From an optimization exercise on the open Yosys and OpenROAD flow, aimed at small area; shortcuts taken in it are not production practice. The RTL was checked by simulation tests, not by an equivalence proof against the original design. Power figures rest on the tool's default switching activity, not on a simulated workload.

== indigo ==
Design smart_pill_box, start of the top module:
module smart_pill_box(
	input              clk,
	input              rst_n,
	input      [4:1]   c,
	output     [4:1]   r,
	output             lcd_rs,
	output             lcd_rw,
	output             lcd_en,
	output     [7:0]   lcd_data,
	output             beep,
	output     [7:0]   row,
	output     [7:0]   r_col,
	output     [7:0]   g_col
	);
Size: about 2100 cells after synthesis, roughly 0.019 mm² of cells after synthesis.
clock: 12.0 ns
lec_check: 0
abc_area: 1
cap_margin: 0
core_margin: 2
core_utilization: 60
cts_buf_list: sky130_fd_sc_hd__clkbuf_16
cts_cluster_diameter: 80
cts_cluster_size: 24
slew_margin: 0
standard.sh (not shown) runs the stock make flow with config.mk's settings and CLKGATE_MAP_FILE= SYNTH_SCRIPT=/design/flow/synth_recipe.tcl, a recipe that flattens the netlist after the stock synthesis.
==> flow/flow/run.sh <==
#!/bin/bash
# Layout flow: the standard synthesis, then the combinational logic of
# that netlist is mapped again with a stronger ABC script (the registers,
# their names and cell types are kept as they are), then the standard
# layout from floorplan to finish on the new netlist. Clock tree synthesis
# takes its options from flow/cts_args (ORFS's CTS_ARGS) and port buffering
# from flow/buffer_ports_args (ORFS's BUFFER_PORTS_ARGS) when they exist.
set -euo pipefail
W=$(pwd)
F=$W/flow
R=$W/orfs/results/$FLOW_PLATFORM/smart_pill_box/base
LIB=$FLOW_HOME/platforms/sky130hd/lib/sky130_fd_sc_hd__tt_025C_1v80.lib

bash standard.sh synth > $W/synth.log 2>&1

cp $R/1_2_yosys.v $W/std_synth.v
# register cell types of the standard synthesis, kept as black boxes
FLOPS=$(grep -o 'sky130_fd_sc_hd__[a-z0-9_]*' $W/std_synth.v | sort -u | grep -E '__(df|sdf|edf|dl)' | tr '\n' ' ')
DONT_USE=$(sed -n '/DONT_USE_CELLS/,/^$/p' $FLOW_HOME/platforms/sky130hd/config.mk | tr -d '\\' | tr ' \t' '\n\n' | grep '^sky130' | sed 's/^/-dont_use /' | tr '\n' ' ')
# four runs of the ABC script with different random seeds, in parallel;
# the smallest result is kept
for S in 0 1 2 3; do
  sed "s/@SEED@/$S/" $F/remap.abc > $W/remap_$S.abc
  cat > $W/remap_$S.ys <<EOT
read_liberty -ignore_miss_func $LIB
read_verilog $W/std_synth.v
hierarchy -top $FLOW_TOP
setattr -mod -set keep_hierarchy 1 $FLOPS
flatten
opt_clean
tee -o $W/remap_before_$S.txt stat -liberty $LIB
abc -liberty $LIB $DONT_USE -script $W/remap_$S.abc
opt_clean -purge
splitnets
opt_clean -purge
hilomap -singleton -hicell sky130_fd_sc_hd__conb_1 HI -locell sky130_fd_sc_hd__conb_1 LO
insbuf -buf sky130_fd_sc_hd__buf_4 A X
select $FLOW_TOP
tee -o $W/remap_after_$S.txt stat -liberty $LIB
write_verilog -noattr -nohex -nodec -selected $W/remapped_$S.v
EOT
  yosys -s $W/remap_$S.ys > $W/remap_$S.log 2>&1 &
done
wait
BEST=""; BEST_AREA=""
for S in 0 1 2 3; do
  A=$( (grep "Chip area for module" $W/remap_after_$S.txt || true) | awk '{print $NF}')
  if [[ -n "$A" && -s $W/remapped_$S.v ]]; then
    if [[ -z "$BEST" ]] || awk -v a="$A" -v b="$BEST_AREA" 'BEGIN{exit !(a < b)}'; then
      BEST=$S; BEST_AREA=$A
    fi
  fi
done
echo "remap: kept seed $BEST, area $BEST_AREA" > $W/remap_choice.txt
cp $W/remapped_$BEST.v $W/remapped.v

cp $W/remapped.v $R/1_2_yosys.v
rm -f $R/1_synth.odb $R/1_synth.sdc
if [[ -f $F/cts_args ]]; then
  export CTS_ARGS="$(cat $F/cts_args)"
fi
if [[ -f $F/buffer_ports_args ]]; then
  export BUFFER_PORTS_ARGS="$(cat $F/buffer_ports_args)"
fi
bash standard.sh finish > $W/finish.log 2>&1
==> flow/flow/cts_args <==
-sink_clustering_enable -repair_clock_nets -sink_clustering_size 24 -sink_clustering_max_diameter 80 -buf_list sky130_fd_sc_hd__clkbuf_16 -dont_use_dummy_load
==> flow/flow/remap.abc <==
strash
&get -n
&fraig -x
&deepsyn -T 90 -S @SEED@
&put
strash
&get -n
&dch -f
&nf -a -R 1000
&put
strash
&get -n
&dch -f
&nf -a -R 1000
&put
Other scripts of this flow, unchanged in this note and not shown: flow/flow/buffer_ports_args
Edits applied to the flow inputs when going from indigo to zinc:
Settings: CAP_MARGIN changed from 0 to 10; SLEW_MARGIN changed from 0 to 10.
## What came out
On cell area after layout, zinc tracks indigo almost exactly. Reported for indigo and zinc, peak clock frequency supported by timing turned out identical to the last digit. For combinational power, zinc and indigo come out practically identical. zinc -> indigo: final critical delay including setup and external delays delta 0, exact match. Summary of zinc over indigo: total routed wirelength about even; netlist area before placement has remained practically unchanged; area fraction of clock buffers and clock inverters level. As far as setup slack is concerned, zinc and indigo perform about the same. As far as die area goes, zinc and indigo are indistinguishable; the numbers are identical.
> inputs changed (zinc -> raven)
Settings: swapping 10 for 20 in CAP_MARGIN; swapping 10 for 20 in SLEW_MARGIN.
--- outcome ---
Both conditions hold for raven: the flow ran to the end and the final layout passed the timing, design-rule and antenna checks.
Summary of raven over zinc: largest incremental delay on the critical path decreased 0.26 ns; cell count has remained practically unchanged; final clock skew shows no meaningful change; worst endpoint data arrival time lower; post-route cell area barely changed.
The cell at the slowest stage of the critical path comes out sky130_fd_sc_hd__dfrtp_1 in one run and sky130_fd_sc_hd__o21ai_0 in the other, namely in raven and zinc respectively.
Power across zinc and raven: no real change.
Worst hold-check slack: zinc vs raven, no meaningful difference
#### Input delta (cedar over raven)
--- a/flow/flow/run.sh
+++ b/flow/flow/run.sh
@@ -19,7 +19,3 @@
 DONT_USE=$(sed -n '/DONT_USE_CELLS/,/^$/p' $FLOW_HOME/platforms/sky130hd/config.mk | tr -d '\\' | tr ' \t' '\n\n' | grep '^sky130' | sed 's/^/-dont_use /' | tr '\n' ' ')
-# four runs of the ABC script with different random seeds, in parallel;
-# the smallest result is kept
-for S in 0 1 2 3; do
-  sed "s/@SEED@/$S/" $F/remap.abc > $W/remap_$S.abc
-  cat > $W/remap_$S.ys <<EOT
+cat > $W/remap.ys <<EOT
 read_liberty -ignore_miss_func $LIB
@@ -30,4 +26,4 @@
 opt_clean
-tee -o $W/remap_before_$S.txt stat -liberty $LIB
-abc -liberty $LIB $DONT_USE -script $W/remap_$S.abc
+tee -o $W/remap_before.txt stat -liberty $LIB
+abc -liberty $LIB $DONT_USE -script $F/remap.abc
 opt_clean -purge
@@ -38,19 +34,6 @@
 select $FLOW_TOP
-tee -o $W/remap_after_$S.txt stat -liberty $LIB
-write_verilog -noattr -nohex -nodec -selected $W/remapped_$S.v
+tee -o $W/remap_after.txt stat -liberty $LIB
+write_verilog -noattr -nohex -nodec -selected $W/remapped.v
 EOT
-  yosys -s $W/remap_$S.ys > $W/remap_$S.log 2>&1 &
-done
-wait
-BEST=""; BEST_AREA=""
-for S in 0 1 2 3; do
-  A=$( (grep "Chip area for module" $W/remap_after_$S.txt || true) | awk '{print $NF}')
-  if [[ -n "$A" && -s $W/remapped_$S.v ]]; then
-    if [[ -z "$BEST" ]] || awk -v a="$A" -v b="$BEST_AREA" 'BEGIN{exit !(a < b)}'; then
-      BEST=$S; BEST_AREA=$A
-    fi
-  fi
-done
-echo "remap: kept seed $BEST, area $BEST_AREA" > $W/remap_choice.txt
-cp $W/remapped_$BEST.v $W/remapped.v
+yosys -s $W/remap.ys > $W/remap.log 2>&1
 
--- a/flow/flow/remap.abc
+++ b/flow/flow/remap.abc
@@ -3,3 +3,3 @@
 &fraig -x
-&deepsyn -T 90 -S @SEED@
+&deepsyn -T 60
 &put
Results
- Going from raven to cedar, maximum number of pins on one net before global-route repair higher, area of the die went up, area after synthesis increased about 0.55%, worst hold margin now sits lower.
> inputs changed (cedar -> tundra)
--- a/flow/flow/run.sh
+++ b/flow/flow/run.sh
@@ -19,3 +19,7 @@
 DONT_USE=$(sed -n '/DONT_USE_CELLS/,/^$/p' $FLOW_HOME/platforms/sky130hd/config.mk | tr -d '\\' | tr ' \t' '\n\n' | grep '^sky130' | sed 's/^/-dont_use /' | tr '\n' ' ')
-cat > $W/remap.ys <<EOT
+# four runs of the ABC script with different random seeds, in parallel;
+# the smallest result is kept
+for S in 0 1 2 3; do
+  sed "s/@SEED@/$S/" $F/remap.abc > $W/remap_$S.abc
+  cat > $W/remap_$S.ys <<EOT
 read_liberty -ignore_miss_func $LIB
@@ -26,4 +30,4 @@
 opt_clean
-tee -o $W/remap_before.txt stat -liberty $LIB
-abc -liberty $LIB $DONT_USE -script $F/remap.abc
+tee -o $W/remap_before_$S.txt stat -liberty $LIB
+abc -liberty $LIB $DONT_USE -script $W/remap_$S.abc
 opt_clean -purge
@@ -34,6 +38,19 @@
 select $FLOW_TOP
-tee -o $W/remap_after.txt stat -liberty $LIB
-write_verilog -noattr -nohex -nodec -selected $W/remapped.v
+tee -o $W/remap_after_$S.txt stat -liberty $LIB
+write_verilog -noattr -nohex -nodec -selected $W/remapped_$S.v
 EOT
-yosys -s $W/remap.ys > $W/remap.log 2>&1
+  yosys -s $W/remap_$S.ys > $W/remap_$S.log 2>&1 &
+done
+wait
+BEST=""; BEST_AREA=""
+for S in 0 1 2 3; do
+  A=$( (grep "Chip area for module" $W/remap_after_$S.txt || true) | awk '{print $NF}')
+  if [[ -n "$A" && -s $W/remapped_$S.v ]]; then
+    if [[ -z "$BEST" ]] || awk -v a="$A" -v b="$BEST_AREA" 'BEGIN{exit !(a < b)}'; then
+      BEST=$S; BEST_AREA=$A
+    fi
+  fi
+done
+echo "remap: kept seed $BEST, area $BEST_AREA" > $W/remap_choice.txt
+cp $W/remapped_$BEST.v $W/remapped.v
 
==> flow/flow/cts_args <==
-sink_clustering_enable -repair_clock_nets -sink_clustering_size 28 -sink_clustering_max_diameter 80 -buf_list sky130_fd_sc_hd__clkbuf_16 -dont_use_dummy_load
--- a/flow/flow/remap.abc
+++ b/flow/flow/remap.abc
@@ -3,3 +3,3 @@
 &fraig -x
-&deepsyn -T 60
+&deepsyn -T 90 -S @SEED@
 &put
==> run summary <==
- tundra completed every stage of the flow, and the final layout passed the timing, design-rule and antenna checks.
- Die area of tundra falls short of that of cedar slightly.
- smart_pill_box_ctl_inst.mode[1] as the worst setup path startpoint was reported by cedar, and smart_pill_box_ctl_inst.change[1] by tundra.
- Between tundra and cedar, part of the total power dissipated in the clock network is higher for tundra, cedar comes in under that.
- Length of routed met3 wiring went down by more than 10% going from cedar to tundra.
- Higher share of the clock period used by the worst path among tundra and cedar: tundra
- Compared to cedar, the router laid down more metal wire for tundra.
- As far as die extent in y is concerned, cedar and tundra perform about the same.
- Final area, tundra and cedar, higher one = cedar.
- A capture point of the worst path of smart_pill_box_ctl_inst.am[3][5] is what tundra shows, while lcd1602_driver_inst.state_s[2] belongs to cedar.
- In the tables for tundra and cedar, met3 track demand over resource reads lower with tundra.

## static timing again, ports no longer ideal
How much do the figures lean on ideal ports? The routed layouts below were timed once more, with nothing changed but the port constraints. Step 1: set_driving_cell puts a clkbuf_16 on clk and a buf_2 on each other input, an assumption about the parent block. Step 2 adds t to the input delays and takes it off the output delays; t is the mean of the earliest and latest rising clock arrival at the registers after step 1. Input paths then give back, and output paths get back, about the clock's delay inside the block. Three values: no drivers, after step 1, after step 2; two values: the first two.
run | shift t [ns] | slack for setup (ns) | slew at the worst register clock pin (ns) | worst data-port slew with drivers (ns)
indigo | 0.589 | 5.372 / 5.372 / 5.372 | 0.09 / 0.09 | 0.03
zinc | 0.589 | 5.372 / 5.372 / 5.372 | 0.09 / 0.09 | 0.03
raven | 0.590 | 5.432 / 5.432 / 5.432 | 0.10 / 0.10 | 0.03
cedar | 0.589 | 5.508 / 5.508 / 5.508 | 0.10 / 0.10 | 0.03
tundra | 0.591 | 5.378 / 5.378 / 5.378 | 0.11 / 0.11 | 0.03
After both steps every run listed still meets setup and hold.
